This design comes from an exercise in tuning for small area, a short achievable clock period and few clock cycles on the open sky130 flow, not from production work. At most, simulation tests tie the RTL to the original design; equivalence was not proved. Power is estimated from default activity; no workload was simulated.

==> run a <==
==> flow/design.v <==
`timescale 1ns / 1ps
module ALU(
    input wire [31:0] a,
    input wire [31:0] b,
    input wire sub,            
    input wire sel_sum,        
    input wire sel_sll,
    input wire sel_srl,        
    input wire sra,
    input wire sel_xor,
    input wire sel_or,
    input wire sel_and,
    input wire sel_slt,
    input wire sel_sltu,
    input wire sel_link,
    input wire [31:0] link,
    output wire [31:0] sum,
    output wire lt,
    output wire ltu,
    output wire eq,
    output wire [31:0] out
    );
    wire [31:0] bx = sub ? ~b : b;
    wire [32:0] s = {1'b0, a} + {1'b0, bx} + {32'b0, sub};
    assign sum = s[31:0];
    assign ltu = ~s[32];
    assign lt = (a[31] ^ b[31]) ? a[31] : s[31];
    assign eq = (a == b);
    wire [4:0] sh = b[4:0];
    wire [31:0] sll = a << sh;
    wire [31:0] srl = $signed({sra & a[31], a}) >>> sh;
    assign out = ({32{sel_sum}} & sum)
               | ({32{sel_sll}} & sll)
               | ({32{sel_srl}} & srl)
               | ({32{sel_xor}} & (a ^ b))
               | ({32{sel_or}}  & (a | b))
               | ({32{sel_and}} & (a & b))
               | {31'b0, (sel_slt & lt) | (sel_sltu & ltu)}
               | ({32{sel_link}} & link);
endmodule
`timescale 1ns / 1ps
module RegisterFile(
    input wire clk,
    input wire rst,
    input wire we,
    input wire [4:0] wa,
    input wire [31:0] wd,
    input wire [4:0] ra1,
    input wire [4:0] ra2,
    output wire [31:0] rd1,
    output wire [31:0] rd2
    );
    reg [31:0] rf [1:31];
    reg [31:1] vld;
    always @(posedge clk)
        if (we && wa != 5'd0) rf[wa] <= wd;
    always @(posedge clk or posedge rst)
        if (rst) vld <= 31'b0;
        else if (we && wa != 5'd0) vld[wa] <= 1'b1;
    reg [31:0] r1, r2;
    integer k;
    always @(*) begin
        r1 = 32'b0;
        r2 = 32'b0;
        for (k = 1; k < 32; k = k + 1) begin
            r1 = r1 | ({32{(ra1 == k) & vld[k]}} & rf[k]);
            r2 = r2 | ({32{(ra2 == k) & vld[k]}} & rf[k]);
        end
    end
    assign rd1 = r1;
    assign rd2 = r2;
endmodule
`timescale 1ns / 1ps
module RV32Core(
    input wire CPU_CLK,
    input wire CPU_RST,
    output wire [31:0] IMemAddr,
    input wire [31:0] IMemData,
    output wire [31:0] DMemAddr,
    output wire [3:0] DMemWE,
    output wire [31:0] DMemWD,
    input wire [31:0] DMemRD
    );
    wire clk = CPU_CLK;
    wire rst = CPU_RST;
    reg  [12:0] pcF;
    reg         validD;
    reg  [12:0] pcD;
    reg         predFD;      
    reg         lbValid;
    reg  [12:0] lbPC, lbTgt;
    reg         validE;
    reg  [4:0]  rdE;
    reg         wrE, ldE, stE, brE, jalrE, predE;
    reg  [2:0]  f3E;
    reg  [12:0] altE;
    reg  [31:0] immE, regAE, regBE;
    reg         aR_E, aM_E, aW_E, aV_E, aAlt_E;
    reg         bR_E, bM_E, bW_E, bV_E, bImm_E;
    reg         subE, sSum_E, sSll_E, sSrl_E, sraE, sXor_E, sOr_E, sAnd_E, sSlt_E, sSltu_E, sLink_E;
    reg  [31:0] resM, stdM;
    reg  [3:0]  weM;
    reg  [4:0]  rdM;
    reg         wrM, ldM;
    reg  [2:0]  f3M;
    reg  [31:0] resW;
    reg  [4:0]  rdW;
    reg         wrW, ldW;
    reg  [2:0]  f3W;
    reg  [1:0]  a10W;
    reg  [31:0] valR;        
    reg  [4:0]  rdR;
    reg         wrR;
    assign IMemAddr = {17'b0, pcF, 2'b00};
    wire [31:0] ins = IMemData;
    wire [4:0] op  = ins[6:2];
    wire [2:0] f3  = ins[14:12];
    wire [4:0] rdD  = ins[11:7];
    wire [4:0] rs1D = ins[19:15];
    wire [4:0] rs2D = ins[24:20];
    wire isLUI   = (op == 5'b01101);
    wire isAUIPC = (op == 5'b00101);
    wire isJAL   = (op == 5'b11011);
    wire isJALR  = (op == 5'b11001);
    wire isBR    = (op == 5'b11000);
    wire isLD    = (op == 5'b00000);
    wire isST    = (op == 5'b01000);
    wire isOPI   = (op == 5'b00100);
    wire isOP    = (op == 5'b01100);
    wire use1 = isJALR | isBR | isLD | isST | isOPI | isOP;
    wire use2 = isBR | isST | isOP;
    wire wrD  = (isLUI | isAUIPC | isJAL | isJALR | isLD | isOPI | isOP) & (rdD != 5'd0);
    wire hazE = validE & ldE & ((use1 & (rs1D == rdE)) | (use2 & (rs2D == rdE)));
    wire hazM = ldM & ((use1 & (rs1D == rdM)) | (use2 & (rs2D == rdM)));
    wire stallD = validD & (hazE | hazM);
    wire [31:0] immI = {{20{ins[31]}}, ins[31:20]};
    wire [31:0] immS = {{20{ins[31]}}, ins[31:25], ins[11:7]};
    wire [31:0] immU = {ins[31:12], 12'b0};
    wire [12:0] immBw = {ins[31], ins[31], ins[31], ins[7], ins[30:25], ins[11:9]};
    wire [12:0] immJw = {ins[14:12], ins[20], ins[30:22]};
    wire [12:0] brT  = pcD + immBw;
    wire [12:0] jalT = pcD + immJw;
    wire predD  = isBR & (ins[31] | (f3 == 3'b001) | (f3 == 3'b111));
    wire idRedir = validD & ~stallD & (isJAL | (predD & ~predFD));
    wire backD = isBR & ins[31];
    wire hitF = lbValid & (pcF == lbPC);
    wire [12:0] idTarget = isJAL ? jalT : brT;
    wire [31:0] rf1, rf2, wbData;
    RegisterFile RegisterFile1(
        .clk(clk), .rst(rst),
        .we(wrR), .wa(rdR), .wd(valR),
        .ra1(rs1D), .ra2(rs2D),
        .rd1(rf1), .rd2(rf2));
    wire bypA = wrR & (rdR == rs1D);
    wire bypB = wrR & (rdR == rs2D);
    wire [31:0] regAD = bypA ? valR : rf1;
    wire [31:0] regBD = bypB ? valR : rf2;
    wire fA_M = use1 & wrE & validE & (rdE == rs1D);
    wire fA_W = use1 & wrM & (rdM == rs1D) & ~fA_M;
    wire fA_R = use1 & wrW & (rdW == rs1D) & ~fA_M & ~fA_W;
    wire fB_M = use2 & wrE & validE & (rdE == rs2D);
    wire fB_W = use2 & wrM & (rdM == rs2D) & ~fB_M;
    wire fB_R = use2 & wrW & (rdW == rs2D) & ~fB_M & ~fB_W;
    wire useImm = ~(isOP | isBR);
    wire [31:0] immD = isST ? immS : ((isLUI | isAUIPC) ? immU : immI);
    wire [12:0] altD = isAUIPC ? pcD : ((isBR & ~predD) ? brT : (predFD ? pcD + 13'd1 : pcF));
    wire opx = isOP | isOPI;
    wire [31:0] altX = {17'b0, altE, 2'b00};
    wire [31:0] fwdA = ({32{aR_E}} & regAE) | ({32{aM_E}} & resM) | ({32{aW_E}} & resW)
                     | ({32{aV_E}} & valR) | ({32{aAlt_E}} & altX);
    wire [31:0] fwdB = ({32{bR_E}} & regBE) | ({32{bM_E}} & resM) | ({32{bW_E}} & resW)
                     | ({32{bV_E}} & valR);
    wire [31:0] op2  = bImm_E ? immE : fwdB;
    wire [31:0] sum, aluOut;
    wire lt, ltu, eq;
    ALU ALU1(
        .a(fwdA), .b(op2), .sub(subE),
        .sel_sum(sSum_E), .sel_sll(sSll_E), .sel_srl(sSrl_E), .sra(sraE),
        .sel_xor(sXor_E), .sel_or(sOr_E), .sel_and(sAnd_E),
        .sel_slt(sSlt_E), .sel_sltu(sSltu_E), .sel_link(sLink_E), .link(altX),
        .sum(sum), .lt(lt), .ltu(ltu), .eq(eq), .out(aluOut));
    wire cond = (f3E[2] ? (f3E[1] ? ltu : lt) : eq) ^ f3E[0];
    wire exRedir = validE & ((brE & (cond ^ predE)) | jalrE);
    wire [12:0] exTarget = jalrE ? sum[14:2] : altE;
    wire [31:0] stData = fwdB << {sum[1:0], 3'b000};
    wire [3:0] stMask = (f3E[1:0] == 2'b00) ? 4'b0001 : ((f3E[1:0] == 2'b01) ? 4'b0011 : 4'b1111);
    assign DMemAddr = resM;
    assign DMemWE   = weM;
    assign DMemWD   = stdM;
    wire [31:0] ldS = DMemRD >> {a10W, 3'b000};
    wire [31:0] ldV = f3W[1] ? DMemRD :
                      (f3W[0] ? {{16{~f3W[2] & ldS[15]}}, ldS[15:0]}
                              : {{24{~f3W[2] & ldS[7]}}, ldS[7:0]});
    assign wbData = ldW ? ldV : resW;
    always @(posedge clk or posedge rst)
        if (rst) begin
            pcF    <= 13'd0;
            validD <= 1'b0;
            validE <= 1'b0;
            lbValid <= 1'b0;
        end else begin
            pcF    <= exRedir ? exTarget : (stallD ? pcD : (idRedir ? idTarget : (hitF ? lbTgt : pcF + 13'd1)));
            if (idRedir & backD & ~exRedir) lbValid <= 1'b1;
            validD <= ~exRedir & ~idRedir & ~stallD;
            validE <= validD & ~stallD & ~exRedir;
        end
    always @(posedge clk) begin
        pcD <= pcF;
        predFD <= hitF;
        if (idRedir & backD & ~exRedir) begin
            lbPC  <= pcD;
            lbTgt <= brT;
        end
        rdE   <= rdD;
        wrE   <= wrD;
        ldE   <= isLD;
        stE   <= isST;
        brE   <= isBR;
        jalrE <= isJALR;
        predE <= predD;
        f3E   <= f3;
        altE  <= altD;
        immE  <= immD;
        regAE <= regAD;
        regBE <= regBD;
        aM_E  <= fA_M;
        aW_E  <= fA_W;
        aV_E  <= fA_R;
        aR_E  <= ~fA_M & ~fA_W & ~fA_R & ~isLUI & ~isAUIPC;
        aAlt_E <= isAUIPC;
        bM_E  <= fB_M;
        bW_E  <= fB_W;
        bV_E  <= fB_R;
        bR_E  <= ~fB_M & ~fB_W & ~fB_R;
        bImm_E <= useImm;
        subE    <= isBR | (isOP & (f3 == 3'b000) & ins[30]) | (opx & (f3[2:1] == 2'b01));
        sSum_E  <= (opx & (f3 == 3'b000)) | isLD | isST | isLUI | isAUIPC;
        sSll_E  <= opx & (f3 == 3'b001);
        sSrl_E  <= opx & (f3 == 3'b101);
        sraE    <= ins[30];
        sXor_E  <= opx & (f3 == 3'b100);
        sOr_E   <= opx & (f3 == 3'b110);
        sAnd_E  <= opx & (f3 == 3'b111);
        sSlt_E  <= opx & (f3 == 3'b010);
        sSltu_E <= opx & (f3 == 3'b011);
        sLink_E <= isJAL | isJALR;
        resM <= aluOut;
        stdM <= stData;
        weM  <= (validE & stE) ? (stMask << sum[1:0]) : 4'b0000;
        rdM  <= rdE;
        wrM  <= validE & wrE;
        ldM  <= validE & ldE;
        f3M  <= f3E;
        resW <= resM;
        rdW  <= rdM;
        wrW  <= wrM;
        ldW  <= ldM;
        f3W  <= f3M;
        a10W <= resM[1:0];
        valR <= wbData;
        rdR  <= rdW;
        wrR  <= wrW;
    end
endmodule
==> flow/flow/run.sh <==
#!/bin/bash
set -euo pipefail
bash standard.sh SETUP_SLACK_MARGIN=12.5 finish > standard_flow.log 2>&1
==> flow/standard.sh <==
#!/bin/bash
# synth_recipe.tcl (not shown) runs the flow's synth.tcl, then flattens the netlist and writes it again
# the make line also repeats each setting of config.mk as NAME=value (left out here)
make -C /OpenROAD-flow-scripts/flow DESIGN_CONFIG=/design/flow/config.mk WORK_HOME=/design/flow/orfs CLKGATE_MAP_FILE= SYNTH_SCRIPT=/design/flow/synth_recipe.tcl "${@:-finish}"
==> flow/config.mk <==
export PLATFORM = sky130hd
export DESIGN_NAME = RV32Core
export DESIGN_NICKNAME = RV32Core
export VERILOG_FILES = /design/flow/design.v
export SDC_FILE = /design/flow/constraint.sdc
export NUM_CORES = 4
export LEC_CHECK = 0
export CAP_MARGIN = 20
export CORE_MARGIN = 2
export CORE_UTILIZATION = 30
export SETUP_SLACK_MARGIN = 0.4
export SLEW_MARGIN = 20
==> flow/constraint.sdc <==
create_clock -name core_clock -period 17.0 [get_ports {CPU_CLK}]
set_input_delay 3.4000 -clock core_clock [delete_from_list [all_inputs] [get_ports {CPU_CLK}]]
set_output_delay 3.4000 -clock core_clock [all_outputs]
set_load 0.01 [all_outputs]
==> inputs of run b, as changes to run a <==
--- a/flow/design.v
+++ b/flow/design.v
@@ -49,2 +49,5 @@
     input wire [4:0] ra2,
+    input wire byp1,             
+    input wire byp2,             
+    input wire [31:0] bypd,
     output wire [31:0] rd1,
@@ -60,9 +63,11 @@
     reg [31:0] r1, r2;
+    reg [31:1] rdy;
     integer k;
     always @(*) begin
-        r1 = 32'b0;
-        r2 = 32'b0;
+        r1 = {32{byp1}} & bypd;
+        r2 = {32{byp2}} & bypd;
         for (k = 1; k < 32; k = k + 1) begin
-            r1 = r1 | ({32{(ra1 == k) & vld[k]}} & rf[k]);
-            r2 = r2 | ({32{(ra2 == k) & vld[k]}} & rf[k]);
+            rdy[k] = vld[k] & ~(we & (wa == k));
+            r1 = r1 | ({32{(ra1 == k) & rdy[k]}} & rf[k]);
+            r2 = r2 | ({32{(ra2 == k) & rdy[k]}} & rf[k]);
         end
@@ -71,2 +76,43 @@
     assign rd2 = r2;
+endmodule
+`timescale 1ns / 1ps
+module NPC_Generator(
+    input wire [12:0] a,
+    input wire [12:0] b,
+    output wire [12:0] s
+    );
+    wire [12:0] p0 = a ^ b;
+    wire [12:0] g0 = a & b;
+    wire [12:0] g1, p1, g2, p2, g3, p3, g4;
+    genvar i;
+    generate
+        for (i = 0; i < 13; i = i + 1) begin : lvl
+            if (i >= 1) begin
+                assign g1[i] = g0[i] | (p0[i] & g0[i-1]);
+                assign p1[i] = p0[i] & p0[i-1];
+            end else begin
+                assign g1[i] = g0[i];
+                assign p1[i] = p0[i];
+            end
+            if (i >= 2) begin
+                assign g2[i] = g1[i] | (p1[i] & g1[i-2]);
+                assign p2[i] = p1[i] & p1[i-2];
+            end else begin
+                assign g2[i] = g1[i];
+                assign p2[i] = p1[i];
+            end
+            if (i >= 4) begin
+                assign g3[i] = g2[i] | (p2[i] & g2[i-4]);
+                assign p3[i] = p2[i] & p2[i-4];
+            end else begin
+                assign g3[i] = g2[i];
+                assign p3[i] = p2[i];
+            end
+            if (i >= 8)
+                assign g4[i] = g3[i] | (p3[i] & g3[i-8]);
+            else
+                assign g4[i] = g3[i];
+        end
+    endgenerate
+    assign s = p0 ^ {g4[11:0], 1'b0};
 endmodule
@@ -140,6 +186,7 @@
     wire [12:0] immJw = {ins[14:12], ins[20], ins[30:22]};
-    wire [12:0] brT  = pcD + immBw;
-    wire [12:0] jalT = pcD + immJw;
+    wire [12:0] brT, jalT;
+    NPC_Generator AddB(.a(pcD), .b(immBw), .s(brT));
+    NPC_Generator AddJ(.a(pcD), .b(immJw), .s(jalT));
     wire predD  = isBR & (ins[31] | (f3 == 3'b001) | (f3 == 3'b111));
-    wire idRedir = validD & ~stallD & (isJAL | (predD & ~predFD));
+    wire idRedir = validD & (isJAL | (predD & ~predFD));    
     wire backD = isBR & ins[31];
@@ -147,3 +194,5 @@
     wire [12:0] idTarget = isJAL ? jalT : brT;
-    wire [31:0] rf1, rf2, wbData;
+    wire [31:0] regAD, regBD, wbData;
+    wire bypA = wrR & (rdR == rs1D);
+    wire bypB = wrR & (rdR == rs2D);
     RegisterFile RegisterFile1(
@@ -152,7 +201,4 @@
         .ra1(rs1D), .ra2(rs2D),
-        .rd1(rf1), .rd2(rf2));
-    wire bypA = wrR & (rdR == rs1D);
-    wire bypB = wrR & (rdR == rs2D);
-    wire [31:0] regAD = bypA ? valR : rf1;
-    wire [31:0] regBD = bypB ? valR : rf2;
+        .byp1(bypA), .byp2(bypB), .bypd(valR),
+        .rd1(regAD), .rd2(regBD));
     wire fA_M = use1 & wrE & validE & (rdE == rs1D);
@@ -201,4 +247,5 @@
         end else begin
-            pcF    <= exRedir ? exTarget : (stallD ? pcD : (idRedir ? idTarget : (hitF ? lbTgt : pcF + 13'd1)));
-            if (idRedir & backD & ~exRedir) lbValid <= 1'b1;
+            pcF    <= (~exRedir & ~stallD & idRedir) ? idTarget
+                    : (exRedir ? exTarget : (stallD ? pcD : (hitF ? lbTgt : pcF + 13'd1)));
+            if (validD & backD & ~predFD) lbValid <= 1'b1;
             validD <= ~exRedir & ~idRedir & ~stallD;
@@ -209,3 +256,3 @@
         predFD <= hitF;
-        if (idRedir & backD & ~exRedir) begin
+        if (validD & backD & ~predFD) begin
             lbPC  <= pcD;
==> flow/flow/run.sh (replaced) <==
#!/bin/bash
set -euo pipefail
bash standard.sh SETUP_SLACK_MARGIN=12.5 TNS_END_PERCENT=0 finish > standard_flow.log 2>&1
--- a/flow/config.mk
+++ b/flow/config.mk
@@ -9,3 +9,5 @@
 export CORE_MARGIN = 2
-export CORE_UTILIZATION = 30
+export CORE_UTILIZATION = 45
+export CTS_CLUSTER_DIAMETER = 100
+export CTS_CLUSTER_SIZE = 24
 export SETUP_SLACK_MARGIN = 0.4
==> inputs of run c, as changes to run a <==
--- a/flow/design.v
+++ b/flow/design.v
@@ -49,2 +49,5 @@
     input wire [4:0] ra2,
+    input wire byp1,             
+    input wire byp2,             
+    input wire [31:0] bypd,
     output wire [31:0] rd1,
@@ -60,9 +63,11 @@
     reg [31:0] r1, r2;
+    reg [31:1] rdy;
     integer k;
     always @(*) begin
-        r1 = 32'b0;
-        r2 = 32'b0;
+        r1 = {32{byp1}} & bypd;
+        r2 = {32{byp2}} & bypd;
         for (k = 1; k < 32; k = k + 1) begin
-            r1 = r1 | ({32{(ra1 == k) & vld[k]}} & rf[k]);
-            r2 = r2 | ({32{(ra2 == k) & vld[k]}} & rf[k]);
+            rdy[k] = vld[k] & ~(we & (wa == k));
+            r1 = r1 | ({32{(ra1 == k) & rdy[k]}} & rf[k]);
+            r2 = r2 | ({32{(ra2 == k) & rdy[k]}} & rf[k]);
         end
@@ -71,2 +76,43 @@
     assign rd2 = r2;
+endmodule
+`timescale 1ns / 1ps
+module NPC_Generator(
+    input wire [12:0] a,
+    input wire [12:0] b,
+    output wire [12:0] s
+    );
+    wire [12:0] p0 = a ^ b;
+    wire [12:0] g0 = a & b;
+    wire [12:0] g1, p1, g2, p2, g3, p3, g4;
+    genvar i;
+    generate
+        for (i = 0; i < 13; i = i + 1) begin : lvl
+            if (i >= 1) begin
+                assign g1[i] = g0[i] | (p0[i] & g0[i-1]);
+                assign p1[i] = p0[i] & p0[i-1];
+            end else begin
+                assign g1[i] = g0[i];
+                assign p1[i] = p0[i];
+            end
+            if (i >= 2) begin
+                assign g2[i] = g1[i] | (p1[i] & g1[i-2]);
+                assign p2[i] = p1[i] & p1[i-2];
+            end else begin
+                assign g2[i] = g1[i];
+                assign p2[i] = p1[i];
+            end
+            if (i >= 4) begin
+                assign g3[i] = g2[i] | (p2[i] & g2[i-4]);
+                assign p3[i] = p2[i] & p2[i-4];
+            end else begin
+                assign g3[i] = g2[i];
+                assign p3[i] = p2[i];
+            end
+            if (i >= 8)
+                assign g4[i] = g3[i] | (p3[i] & g3[i-8]);
+            else
+                assign g4[i] = g3[i];
+        end
+    endgenerate
+    assign s = p0 ^ {g4[11:0], 1'b0};
 endmodule
@@ -140,6 +186,7 @@
     wire [12:0] immJw = {ins[14:12], ins[20], ins[30:22]};
-    wire [12:0] brT  = pcD + immBw;
-    wire [12:0] jalT = pcD + immJw;
+    wire [12:0] brT, jalT;
+    NPC_Generator AddB(.a(pcD), .b(immBw), .s(brT));
+    NPC_Generator AddJ(.a(pcD), .b(immJw), .s(jalT));
     wire predD  = isBR & (ins[31] | (f3 == 3'b001) | (f3 == 3'b111));
-    wire idRedir = validD & ~stallD & (isJAL | (predD & ~predFD));
+    wire idRedir = validD & (isJAL | (predD & ~predFD));    
     wire backD = isBR & ins[31];
@@ -147,3 +194,5 @@
     wire [12:0] idTarget = isJAL ? jalT : brT;
-    wire [31:0] rf1, rf2, wbData;
+    wire [31:0] regAD, regBD, wbData;
+    wire bypA = wrR & (rdR == rs1D);
+    wire bypB = wrR & (rdR == rs2D);
     RegisterFile RegisterFile1(
@@ -152,7 +201,4 @@
         .ra1(rs1D), .ra2(rs2D),
-        .rd1(rf1), .rd2(rf2));
-    wire bypA = wrR & (rdR == rs1D);
-    wire bypB = wrR & (rdR == rs2D);
-    wire [31:0] regAD = bypA ? valR : rf1;
-    wire [31:0] regBD = bypB ? valR : rf2;
+        .byp1(bypA), .byp2(bypB), .bypd(valR),
+        .rd1(regAD), .rd2(regBD));
     wire fA_M = use1 & wrE & validE & (rdE == rs1D);
@@ -201,4 +247,5 @@
         end else begin
-            pcF    <= exRedir ? exTarget : (stallD ? pcD : (idRedir ? idTarget : (hitF ? lbTgt : pcF + 13'd1)));
-            if (idRedir & backD & ~exRedir) lbValid <= 1'b1;
+            pcF    <= (~exRedir & ~stallD & idRedir) ? idTarget
+                    : (exRedir ? exTarget : (stallD ? pcD : (hitF ? lbTgt : pcF + 13'd1)));
+            if (validD & backD & ~predFD) lbValid <= 1'b1;
             validD <= ~exRedir & ~idRedir & ~stallD;
@@ -209,3 +256,3 @@
         predFD <= hitF;
-        if (idRedir & backD & ~exRedir) begin
+        if (validD & backD & ~predFD) begin
             lbPC  <= pcD;
==> flow/flow/run.sh (replaced) <==
#!/bin/bash
set -euo pipefail
bash standard.sh SETUP_SLACK_MARGIN=12.5 TNS_END_PERCENT=0 finish > standard_flow.log 2>&1
--- a/flow/config.mk
+++ b/flow/config.mk
@@ -10,2 +10,5 @@
 export CORE_UTILIZATION = 30
+export CTS_CLUSTER_DIAMETER = 100
+export CTS_CLUSTER_SIZE = 24
+export PLACE_DENSITY = 0.7
 export SETUP_SLACK_MARGIN = 0.4
==> summary of the runs <==
In run a the non-clock buffer count is higher than in run c, by 470. Of run a and run b, run b has the higher sequential share of layout area (gap 8.2 points). Clock skew: run a is lower than run b (0.012 ns). Synthesized cell count is the same in run b and run c. Between run c and run a, the lower core utilization is in run c (gap 5.8 points). The highest register-to-register slack belongs to run a, the lowest to run b. In synthesized area, run c and run a hardly differ. The lowest fmax belongs to run a, the highest to run b. Of run a and run c, run a has the higher clock power (gap about 60%, measured against run c). Routed wire length: run a is higher than run c (about 16%).
Testbench counts of run b, summed over its fixed seeds: cycles 70,777.
Testbench counts of run c, summed over its fixed seeds: cycles 70,777.
Only the layout flow was run in run a; the RTL was not checked for function there.

-- static timing again, ports no longer ideal --
How much do the figures lean on ideal ports? The routed layouts below were timed once more, with nothing changed but the port constraints. Step 1: set_driving_cell puts a clkbuf_16 on CPU_CLK and a buf_2 on each other input, an assumption about the parent block. Step 2 times the ports against the registers' clock, not the clock port: input delays grow and output delays shrink by t, the midpoint of the rising clock arrivals with the driver on. a / b / c = ideal / step 1 / step 2; a / b = the first two.
run | t, ns | slack for setup (ns) | worst setup path at the end | clock arrival spread, ns | pins driven straight from the clock port
run a | 0.903 | 11.658 / 11.704 / 10.801 | input to register | 0.068 / 0.068 | 1
run b | 0.823 | 11.857 / 11.903 / 11.080 | input to register | 0.084 / 0.084 | 1
run c | 0.834 | 11.836 / 11.872 / 11.053 | input to register | 0.073 / 0.073 | 1
After both steps setup and hold are still met in every run listed. The setup slack of run a, which loses most, moves by +0.046 ns with the drivers and by -0.857 ns with both steps.
